Source: an optimization exercise on an open RTL-to-GDS flow (aim: small area). Production flows keep margins and buffers that such runs may drop.
Function was checked by simulation only, so behaviour that the tests miss may differ from the original.

==> flow/constraint.sdc <==
create_clock -name core_clock -period 20.0 [get_ports {clk}]
set_input_delay 4.0000 -clock core_clock [delete_from_list [all_inputs] [get_ports {clk}]]
set_output_delay 4.0000 -clock core_clock [all_outputs]
set_load 0.01 [all_outputs]
==> flow/design.v <==
`timescale 1ns / 1ps
module skin_detection(
    input clk,
    input n_rst,
    input [23:0] i_vid_data,
    input i_vid_hsync,
    input i_vid_vsync,
    input i_vid_VDE,
    input [3:0] sw,
    output reg [23:0] o_vid_data,
    output reg o_vid_hsync,
    output reg o_vid_vsync,
    output reg o_vid_VDE
);
    localparam [7:0] skin_y = 8'd80;
    localparam [7:0] skin_cb_min = 8'd70;  
    localparam [7:0] skin_cb_max = 8'd135;  
    localparam [7:0] skin_cr_min = 8'd120;  
    localparam [7:0] skin_cr_max = 8'd180;   
    reg signed [8:0] y, ytemp;
    reg signed [8:0] cb;
    reg signed [8:0] cr;
    reg signed [8:0] rtemp,gtemp,btemp, rtemp2, gtemp2, btemp2;
    localparam [7:0] r  = 8'd255;
    localparam [7:0] g = 8'd0;
    localparam [7:0] b = 8'd255;
    wire [7:0] red, green, blue;
    assign {red, blue, green} = i_vid_data;
    wire hsync = i_vid_hsync;
    wire vsync = i_vid_vsync;
    wire VDE = i_vid_VDE;
    always @(posedge clk) begin
        if(sw == 4'd1) begin
        ytemp <= 16+ (256*red+green*645+blue*98)/1000;
        cb <= (577*(btemp-ytemp))/1000+128;
        cr <= (713*(rtemp-ytemp))/1000+128;
        y <= ytemp;
        rtemp <= red;
        gtemp <= green;
        btemp <= blue;
        rtemp2 <= rtemp;
        gtemp2 <= gtemp;
        btemp2 <= btemp;
        if(y > skin_y && skin_cb_min < cb && skin_cb_max > cb && skin_cr_min < cr && skin_cr_max > cr) begin
            o_vid_data[23:16] <= rtemp2;
            o_vid_data[15:8] <= btemp2;
            o_vid_data[7:0] <= gtemp2;
        end else begin
            o_vid_data[23:16] <= r;
            o_vid_data[15:8] <= b;
            o_vid_data[7:0] <= g;
        end
        o_vid_hsync <=  hsync;
        o_vid_vsync <=  vsync;
        o_vid_VDE <=  VDE;
    end
    end
endmodule
`timescale 1ns / 1ps
module inversion(
    input clk,
    input n_rst,
    input [23:0] i_vid_data,
    input i_vid_hsync,
    input i_vid_vsync,
    input i_vid_VDE,
    input [3:0] sw,
    output reg [23:0] o_vid_data,
    output reg o_vid_hsync,
    output reg o_vid_vsync,
    output reg o_vid_VDE
);
    wire [7:0] red, green, blue;
    assign {red, green, blue} = i_vid_data;
 always @(posedge clk) begin
        if(sw == 4'd2) begin
            o_vid_data[23:16] <= 255-red;
            o_vid_data[15:8] <= 255-green;
            o_vid_data[7:0] <= 255-blue;
        end
        o_vid_hsync <= i_vid_hsync;
        o_vid_vsync <=  i_vid_vsync;
        o_vid_VDE <=  i_vid_VDE;
        end
endmodule
`timescale 1ns / 1ps
module position(
input clk,
    input n_rst,
    input [23:0] i_vid_data,
    input i_vid_hsync,
    input i_vid_vsync,
    input i_vid_VDE,
    input [3:0] sw,
    output reg [23:0] o_vid_data,
    output reg o_vid_hsync,
    output reg o_vid_vsync,
    output reg o_vid_VDE
);
    wire [7:0] red, green, blue;
    reg [16:0] vcount, hcount;
    reg [16:0] vcount_q, hcount_q;
    assign {red, blue, green} = i_vid_data;
    always @* begin
        hcount = hcount_q;
        vcount = vcount_q;
        if(!n_rst) begin
            hcount = 0;
            vcount = 0;
        end else
            if(i_vid_VDE) begin
        if(hcount_q>=16'd1919) begin
            hcount = 0;
            if(vcount_q>=16'd1079)
                vcount =0;
         else vcount = vcount_q +1;
    end else hcount = hcount_q +1;
    end
    end
    always @(posedge clk) begin
        hcount_q <= hcount;
        vcount_q <= vcount;
    end
    wire [7:0] grey = (3*red)/100 + (59*green)/100 + (11*blue)/100;
     always @(posedge clk) begin
           if(sw == 4'd3) begin
             if (hcount > 200 && hcount < 800) begin
                o_vid_data[23:16] <= grey;
                 o_vid_data[15:8] <= grey; 
                 o_vid_data[7:0] <= grey;         
           end
           else
             o_vid_data <= i_vid_data;
           end
           o_vid_hsync <= i_vid_hsync;
           o_vid_vsync <=  i_vid_vsync;
           o_vid_VDE <=  i_vid_VDE;
           end
endmodule
`timescale 1ns / 1ps
module colour_change #
(
    parameter DATA_WIDTH = 24  
)
(
    input  wire                   clk,
    input  wire                   n_rst,
    input  wire [DATA_WIDTH-1:0] i_vid_data,
    input  wire                  i_vid_hsync,
    input  wire                  i_vid_vsync,
    input  wire                  i_vid_VDE,
    output reg [DATA_WIDTH-1:0] o_vid_data,
    output reg                  o_vid_hsync,
    output reg                  o_vid_vsync,
    output reg                  o_vid_VDE,
    input wire [3:0] btn,
    input wire [3:0] sw,
    output wire [3:0] led 
);
 assign led = 4'd0;
 wire [23:0] out1, out2,out3;
   wire hsync, vsync, vde, hsync2, vsync2, vde2, hsync3, vsync3, vde3;
   always@* begin
       case(sw)
           4'd1:begin o_vid_data=out1;
           o_vid_hsync = hsync;
           o_vid_vsync = vsync;
           o_vid_VDE = vde;
           end
           4'd2: begin 
            o_vid_data=out2;
            o_vid_hsync = hsync2;
            o_vid_vsync = vsync2;
            o_vid_VDE = vde2;
           end
           4'd3: begin 
           o_vid_data=out3;
           o_vid_hsync = hsync3;
           o_vid_vsync = vsync3;
           o_vid_VDE = vde3;
          end
          default: begin
           o_vid_data=i_vid_data;
           o_vid_hsync = i_vid_hsync;
           o_vid_vsync = i_vid_vsync;
           o_vid_VDE = i_vid_VDE;
           end
       endcase
   end
   skin_detection skin(.clk(clk), .n_rst(n_rst), .i_vid_data(i_vid_data), .i_vid_hsync(i_vid_hsync), .i_vid_vsync(i_vid_vsync), .i_vid_VDE(i_vid_VDE), .o_vid_data(out1), .o_vid_hsync(hsync), .o_vid_vsync(vsync), .o_vid_VDE(vde), .sw(sw));
   inversion inverse(.clk(clk), .n_rst(n_rst), .i_vid_data(i_vid_data), .i_vid_hsync(i_vid_hsync), .i_vid_vsync(i_vid_vsync), .i_vid_VDE(i_vid_VDE), .o_vid_data(out2), .o_vid_hsync(hsync2), .o_vid_vsync(vsync2), .o_vid_VDE(vde2), .sw(sw));
   position pos(.clk(clk), .n_rst(n_rst), .i_vid_data(i_vid_data), .i_vid_hsync(i_vid_hsync), .i_vid_vsync(i_vid_vsync), .i_vid_VDE(i_vid_VDE), .o_vid_data(out3), .o_vid_hsync(hsync3), .o_vid_vsync(vsync3), .o_vid_VDE(vde3), .sw(sw));
endmodule
==> flow/run.sh <==
#!/bin/bash
# synth_recipe.tcl (not shown) runs the flow's synth.tcl, then flattens the netlist and writes it again
# the make line also repeats each setting of config.mk as NAME=value (left out here)
make -C /OpenROAD-flow-scripts/flow DESIGN_CONFIG=/design/flow/config.mk WORK_HOME=/design/flow/orfs CLKGATE_MAP_FILE= SYNTH_SCRIPT=/design/flow/synth_recipe.tcl finish
==> flow/config.mk <==
export PLATFORM = sky130hd
export DESIGN_NAME = colour_change
export DESIGN_NICKNAME = colour_change
export VERILOG_FILES = /design/flow/design.v
export SDC_FILE = /design/flow/constraint.sdc
export NUM_CORES = 4
export LEC_CHECK = 0
export CAP_MARGIN = 20
export CORE_MARGIN = 2
export CORE_UTILIZATION = 40
export SLEW_MARGIN = 20
==> impl_metrics.ini, run 1 <==
[min_path]
hold_depth = 0
worstHoldEndpoint = skin.gtemp2[2]$_DFFE_PN_
min_path_type = reg2reg
min_from = skin.gtemp[2]$_DFFE_PN_

[global_routing]
antenna_found_initial = 1
grt_pass1_wl_mm = 109.0
grt-ovfl-total = 0
grt_max_degree = 64
grt_usage_pct = 19.50
grt_pass1_vias = 21150

[worst_setup_path]
endpoint_kind = flip-flop
slowest_stage = clkdlybuf4s50_1
rr_startpoint = skin.btemp[0]$_DFFE_PN_
cp_max_fo = 12
max_stage_delay_ns = 0.79
critPathKind = in2reg
worstRegToRegCells = 58
regToRegEndpoint = skin.cb[8]$_DFFE_PN_
crit_required_ns = 20.20
cp-start-kind = primary input
ff2ff_setup_slack_ns = 2.38
crit_start = i_vid_data[2]
arrival_ns = 17.97

[place]
place_area_um2 = 27530
dpl.hpwl_mm = 52.31
io_buffers = 59
globalplace.congestion = 0.8670
placedCellCount = 3962

[clock_tree]
cts_tree = yes
clk_pin_slew_worst_paths_ns = 0.07
hold_buffers = 0
cts.htree.levels = 4
cts_num_sinks = 179
post_cts_resize_count = 0
cts_root_buffer = clkbuf_16
clk_latency_ns = 0.45
postCtsSetupRepairBufs = 0
clock_path_buffers = 2
cts_buffers = 17

[die]
rows = 93
ioPinCount = 68
core_um2 = 64460
dieWidth_um = 259.5
die_h_um = 259.5
dieArea_um2 = 67360
start_util_pct = 40.52

[yosys]
synth-seq-cells = 179
synth_top_cell_area_share_pct = 18.28
synthDistinctLibCells = 146
synthCells = 3106
synth_edf_count = 159
synthMostInstantiatedCell = nand2_1
netlist_area_um2 = 26120
synthArstFlopShare_pct = 0
ys.flop_type = edfxtp_1
synth_warnings = 4
synth_area_per_cell_um2 = 8.410
ys_seq_area_share_pct = 19.81
synth.top_cells.by_count = nand2_1 (304), ha_1 (285), inv_1 (251), nor2_1 (230), xnor2_1 (175)
synthTopCellsByArea = edfxtp_1 (18%), ha_1 (14%), xnor2_1 (5.9%), fa_1 (5.2%), nand2_1 (4.4%)
yosysTopAreaCell = edfxtp_1

[drt]
vias_per_cell = 5.701
drt-initial-drc-count = 1673
vias = 22770
routed_wl_mm = 66.52
wire_per_inst_um = 16.66
detail-route-antenna-nets = 0
drt_first_pass_iters = 7
drcViolationCount = 0

[timing]
report.final.slew_viol_count = 0
fmax_mhz = 56.27
fin_setup_tns_ns = 0
hold_ws_ns = 0.4230
finalHoldViolCount = 0
finalCritPeriodShare_pct = 88.86
clock_skew_ns = 0.01022
fin_crit_ns = 17.77
rsz0062_at_grt = false
tightest_slew_ns = 1.005
setup_viol = 0
slew_headroom_pct = 32.52

[cells_and_area]
area_delta_synth_final_pct = 7.612
fin_cells = 3993
final_area_um2 = 28110
fin_nets = 3516
diodes = 0
nFillCells = 6467
drive_gt1_share_pct = 7.202

[run]
drv_cap = 0

[run_status]
status = timing/DRC/antenna clean
-- critical path: cells and delay by family --
family,cells,cell delay [ns]
AO/OA/AOI/OAI,19,3.97
multiplexers,2,0.58
buffers and inverters,5,1.14
AND/OR/NAND/NOR,15,2.86
adder cells (fa/ha/maj),13,5.00
XOR/XNOR,3,0.43
-- state kept, by name (all words and copies together) (netlist names), 9 cells and up --
register / count
skin.y: 9
skin.ytemp: 9
skin.o_vid_data: 24
skin.cr: 9
inverse.o_vid_data: 24
skin.cb: 9
pos.o_vid_data: 24
pos.hcount_q: 17
-- cells by family (layout without fill, tap and decap cells) --
kind of cell	count (synthesis)	count (layout)	share of synthesized area (%)
AO/OA/AOI/OAI	862	862	23.13
XOR/XNOR	249	249	8.464
adder cells (fa/ha/maj)	380	380	19.91
buffers and inverters	333	362	5.303
flip-flops	179	179	19.81
multiplexers	101	101	4.067
other	1	4	0.01436
AND/OR/NAND/NOR	1001	1001	19.30
-- per-stage QoR --
step | setup WS, ns | utilization [%]
6_report | 2.229 | 43.60
5_1_grt | 0.9575 | 43.60
3_3_place_gp | 1.875 | 42.68
3_5_place_dp | 1.800 | 42.70
2_1_floorplan | 3.526 | -
4_1_cts | 2.255 | 43.60
-- worst max-delay path by stage --
stage                     depth (start not counted)                      endpoint
after CTS                                        57  pos.o_vid_data[23]$_DFFE_PN_
after floorplan                                  56  pos.o_vid_data[23]$_DFFE_PN_
after detailed placement                         57  pos.o_vid_data[23]$_DFFE_PN_
after global placement                           57  pos.o_vid_data[23]$_DFFE_PN_
after global routing                             58          skin.cb[8]$_DFFE_PN_
final                                            57  pos.o_vid_data[23]$_DFFE_PN_
-- metal layers --
| layer | part of all wire (%) | vias to the layer above | track usage [%] | routed length, um |
|---|---|---|---|---|
| li1 | - | 11510 | - | - |
| met1 | 48 | 10810 | 26.77 | 32130 |
| met2 | 47 | 404 | 33.76 | 31530 |
| met3 | 3.1 | 48 | 1.591 | 2091 |
| met4 | 1.2 | 0 | 3.257 | 771 |
| met5 | 0 | - | 0 | 0 |
-- cell usage in the layout (no fill, tap or decap), drive strengths merged, types with 22 or more instances in the layout --
| cell | synthesis | final |
|---|---|---|
| and3 | 29 | 29 |
| and2 | 38 | 38 |
| a21oi | 176 | 176 |
| xor2 | 72 | 72 |
| nand2 | 305 | 305 |
| nor2 | 232 | 232 |
| o31ai | 28 | 28 |
| nand3 | 67 | 67 |
| maj3 | 27 | 27 |
| o21ai | 192 | 192 |
| clkdlybuf4s50 | 1 | 58 |
| o22ai | 29 | 29 |
| a31oi | 41 | 41 |
| or2 | 51 | 51 |
| nand4 | 38 | 38 |
| o211ai | 46 | 46 |
| nor2b | 27 | 27 |
| inv | 253 | 256 |
| a21o | 47 | 47 |
| nand2b | 27 | 27 |
| or3 | 27 | 27 |
| mux2i | 79 | 79 |
| ha | 285 | 285 |
| fa | 68 | 68 |
| nor4 | 24 | 24 |
| mux2 | 22 | 22 |
| xnor2 | 177 | 177 |
| nor3 | 62 | 62 |
| a211oi | 36 | 36 |
| edfxtp | 159 | 159 |
-- area by class of cell --
class | count | area (um^2) | share of cell area [%]
clock buffer | 17 | 425.4 | 1.513
clock inverter | 14 | 156.4 | 0.5564
inverter | 253 | 949.7 | 3.379
multi-input combinational | 2597 | 19600 | 69.72
sequential | 179 | 5175 | 18.41
tap | 855 | 1070 | 3.806
timing repair buffer | 78 | 735.7 | 2.617
==> run 2: changes to the inputs <==
==> flow/design.v (replaced) <==
module colour_change #
(
    parameter DATA_WIDTH = 24
)
(
    input  wire                  clk,
    input  wire                  n_rst,
    input  wire [DATA_WIDTH-1:0] i_vid_data,
    input  wire                  i_vid_hsync,
    input  wire                  i_vid_vsync,
    input  wire                  i_vid_VDE,
    output reg  [DATA_WIDTH-1:0] o_vid_data,
    output reg                   o_vid_hsync,
    output reg                   o_vid_vsync,
    output reg                   o_vid_VDE,
    input  wire [3:0]            btn,
    input  wire [3:0]            sw,
    output wire [3:0]            led
);
    assign led = 4'd0;
    wire [7:0] red   = i_vid_data[23:16];
    wire [7:0] blue  = i_vid_data[15:8];
    wire [7:0] green = i_vid_data[7:0];
    wire m1 = (sw == 4'd1);
    wire m2 = (sw == 4'd2);
    wire m3 = (sw == 4'd3);
    reg [23:0] d1, d2, d3;
    reg  [10:0] h;
    always @(posedge clk)
        if (!n_rst) h <= 11'd0;
        else if (i_vid_VDE) h <= (h >= 11'd1919) ? 11'd0 : h + 11'd1;
    wire signed [19:0] s1 = 256*red + 645*green + 98*blue;
    wire signed [19:0] s2 = s1 - 1000*blue;
    wire signed [19:0] s3 = s1 - 1000*red;
    wire skin = (s1 >= 65000) && (s1 < 240000) && (s2 < 85000) && (s2 >= -28000)
             && (s3 < -4000) && (s3 >= -88000);
    wire [23:0] skin_px = skin ? i_vid_data : 24'hFFFF00;
    wire [7:0] q_r = d1[23:16], q_b = d1[15:8], q_g = d1[7:0];
    wire [7:0] grey = (3*q_r)/100 + (59*q_g)/100 + (11*q_b)/100;
    wire band = (h > 11'd200) && (h < 11'd800);
    reg hs, vs, de;
    always @(posedge clk) begin
        if (m1) d1 <= skin_px;
        else if (m2) d1 <= ~i_vid_data;
        else d1 <= i_vid_data;
        d2 <= d1;
        d3 <= d2;
        hs <= i_vid_hsync;
        vs <= i_vid_vsync;
        de <= i_vid_VDE;
    end
    always @* begin
        o_vid_hsync = hs;
        o_vid_vsync = vs;
        o_vid_VDE   = de;
        case (sw)
            4'd1: o_vid_data = d3;
            4'd2: o_vid_data = d1;
            4'd3: o_vid_data = band ? {3{grey}} : d1;
            default: begin
                o_vid_data  = i_vid_data;
                o_vid_hsync = i_vid_hsync;
                o_vid_vsync = i_vid_vsync;
                o_vid_VDE   = i_vid_VDE;
            end
        endcase
    end
endmodule
==> run 2 against run 1 <==
Effect of this change:
- via count shrank 46%
- clock skew is 0.0020 ns lower
- worst hold slack lost 0.099 ns
- critical endpoint is now o_vid_data[7]
- highest routed layer unchanged
==> impl_metrics.ini, run 2 <==
[drt]
wl_met1_mm = 17.60
highest_layer = met4
vias_per_cell = 5.478
drcViolationCount = 0
wl_met2_mm = 16.75
dr_wl_met3_mm = 1.106
drt-initial-drc-count = 553
drt_first_pass_iters = 5
wire_per_inst_um = 16.01
detail-route-antenna-nets = 0
vias = 12300
routed_wl_mm = 35.96

[worst_setup_path]
cp_max_fo = 8
slowest_stage = o311ai_0
cp-start-kind = flip-flop
crit_required_ns = 16.00
critPathKind = reg2out
endpoint_kind = output pin
arrival_ns = 13.15
crit_top_cell = fa_1
max_stage_delay_ns = 0.68

[cells_and_area]
drive_gt1_share_pct = 4.482
reg_top3 = d1 x24, d2 x24, d3 x24
layout.cells.most_common_list = inv_1 (255), ha_1 (252), a21oi_1 (120)
fin_nets = 2170
diodes = 0
area_delta_synth_final_pct = 9.622
final_common_cell = inv_1

[yosys]
synth_area_per_cell_um2 = 8.399
ys.flop_type = dfxtp_1
ys_seq_area_share_pct = 11.82
yosysTopAreaCell = ha_1
synthArstFlopShare_pct = 0
synth.top_cells.by_count = inv_1 (255), ha_1 (252), a21oi_1 (120), fa_1 (101), nand2_1 (101)
synthMostInstantiatedCell = inv_1
synth-seq-cells = 86
synthCells = 1734
netlist_area_um2 = 14560
synth_edf_count = 0
yosys.area_share.simple_pct = 11.44
synth_fa_ha_area_share_pct = 35.88
synth_top_cell_area_share_pct = 21.65
synth_warnings = 1
synth_top_family_by_area = adder cells
synthTopCellsByArea = ha_1 (22%), fa_1 (14%), dfxtp_1 (12%), inv_1 (6.6%), xnor2_1 (4.5%)
synth-xor-area-share_pct = 7.079
synthDistinctLibCells = 98
synth_compound_area_share_pct = 22.48
synthMuxAreaShare_pct = 3.359

[timing]
slew_headroom_pct = 32.84
setup_slack_ns = 2.852
rsz0062_at_grt = false
finalHoldViolCount = 0
finalCritPeriodShare_pct = 85.74
fin_setup_tns_ns = 0
setup_viol = 0
report.final.slew_viol_count = 0
tightest_slew_ns = 1.004
clock_skew_ns = 0.008228
fmax_mhz = 58.32
fin_crit_ns = 17.15

[global_routing]
grt_max_degree = 34
antenna_found_initial = 0
grt_pass1_wl_mm = 60.77
grt_usage_pct = 19.36
grt-ovfl-total = 0
grt_pass1_vias = 12150

[place]
dpl.hpwl_mm = 29.71
globalplace.congestion = 0.8731
dpl_worst_slack_ns = 3.370
io_buffers = 59

[clock_tree]
clk_latency_ns = 0.34
cts_buffers = 9
cts_num_sinks = 86
clk_pin_slew_worst_paths_ns = 0.07
cts_root_buffer = clkbuf_16
cts.htree.levels = 3
hold_buffers = 0
postCtsSetupRepairBufs = 0
cts_tree = yes
post_cts_resize_count = 0
clock_path_buffers = 2

[die]
dieArea_um2 = 37950
dieWidth_um = 194.8
ioPinCount = 68
rows = 69
die_h_um = 194.8
core_um2 = 35740
start_util_pct = 40.75

[run_status]
status = timing/DRC/antenna clean

[min_path]
min_path_type = reg2reg

[run]
drv_cap = 0
-- run 2: changes by cell type after synthesis, moves of 63 or more --
| cell | change |
|---|---|
| nand2_1 | -203 |
| dfxtp_1 | +66 |
| xnor2_1 | -100 |
| o21ai_0 | -63 |
| edfxtp_1 | -159 |
| nor2_1 | -132 |
-- run 2: through the flow --
stage / cells / cell area, um^2 / util, % / hold slack (ns)
floorplan: 1737 / 14580 / - / 0.3096
global placement: 2230 / 15660 / 43.82 / 0.3100
detailed placement: 2230 / 15660 / 43.82 / 0.3121
CTS: 2246 / 15970 / 44.67 / 0.3244
global route: 2246 / 15970 / 44.67 / 0.3341
finish: 2246 / 15970 / 44.67 / 0.3243
-- run 2: final cells by class --
class / count / area (um^2)
Inverter: 260 / 975.9
Timing Repair Buffer: 70 / 673.1
Multi-Input combinational cell: 1353 / 11720
Clock inverter: 7 / 76.32
Sequential cell: 86 / 1722
Fill cell: 3537 / 19780
Tap cell: 461 / 576.8
Clock buffer: 9 / 225.2
-- run 2: layer usage --
layer	up-vias	GRT usage (%)
li1	6145	-
met1	5903	26.72
met2	225	33.23
met3	30	1.926
met4	0	3.138
met5	-	0
-- run 2: cells by family (layout without fill, tap and decap cells) --
logic type | Yosys count | after routing
DFF | 86 | 86
muxes | 46 | 46
AOI/OAI and AO/OA | 482 | 482
and+or+nand+nor | 347 | 347
xor gates and xnor gates | 116 | 116
adders and majority gates | 358 | 358
buffers and inverters | 298 | 346
other | 1 | 4
-- run 2: path summary, 6_finish.rpt --
check,start,end,slack [ns],depth (start not counted)
worst min-delay path,d2[0]$_DFF_P_,d3[0]$_DFF_P_,0.32,0
worst max register to register,h[2]$_SDFFE_PN0P_,h[0]$_SDFFE_PN0P_,18.25,5
worst min register to register,d2[0]$_DFF_P_,d3[0]$_DFF_P_,0.32,0
worst max-delay path,d1[3]$_DFF_P_,o_vid_data[7],2.85,44
-- run 2: critical path: cells and delay by family (launching register included) --
family,cells,cell delay (ns)
AO/OA/AOI/OAI,25,7.05
AND/OR/NAND/NOR,4,0.69
flip-flops,1,0.51
adder cells (fa/ha/maj),8,3.34
XOR/XNOR,2,0.26
buffers and inverters,5,0.91

-- afterwards: timing with drivers on the ports --
The results above use ideal ports. As a check the final layouts listed here were re-extracted and re-timed, cells and wires unchanged. Step 1, drivers: a clkbuf_16 drives clk and a buf_2 each remaining input, both assumed. Step 2 also shifts input and output timing later by t, the mid clock arrival at the registers, as if the neighbouring blocks saw the same clock. Slacks: no drivers / after step 1 / after step 2; pairs: no drivers / after step 1.
run	t (ns)	setup slack, ns	slew at the worst register clock pin (ns)	cell pins on the clock port's net
run 1	0.492	2.229 / 2.254 / 1.761	0.07 / 0.07	1
run 2	0.384	2.852 / 2.808 / 3.191	0.08 / 0.08	1
After both steps setup and hold are still met in every run listed. For run 1, which loses most, drivers alone change the setup slack by +0.025 ns; drivers and shift together by -0.468 ns.
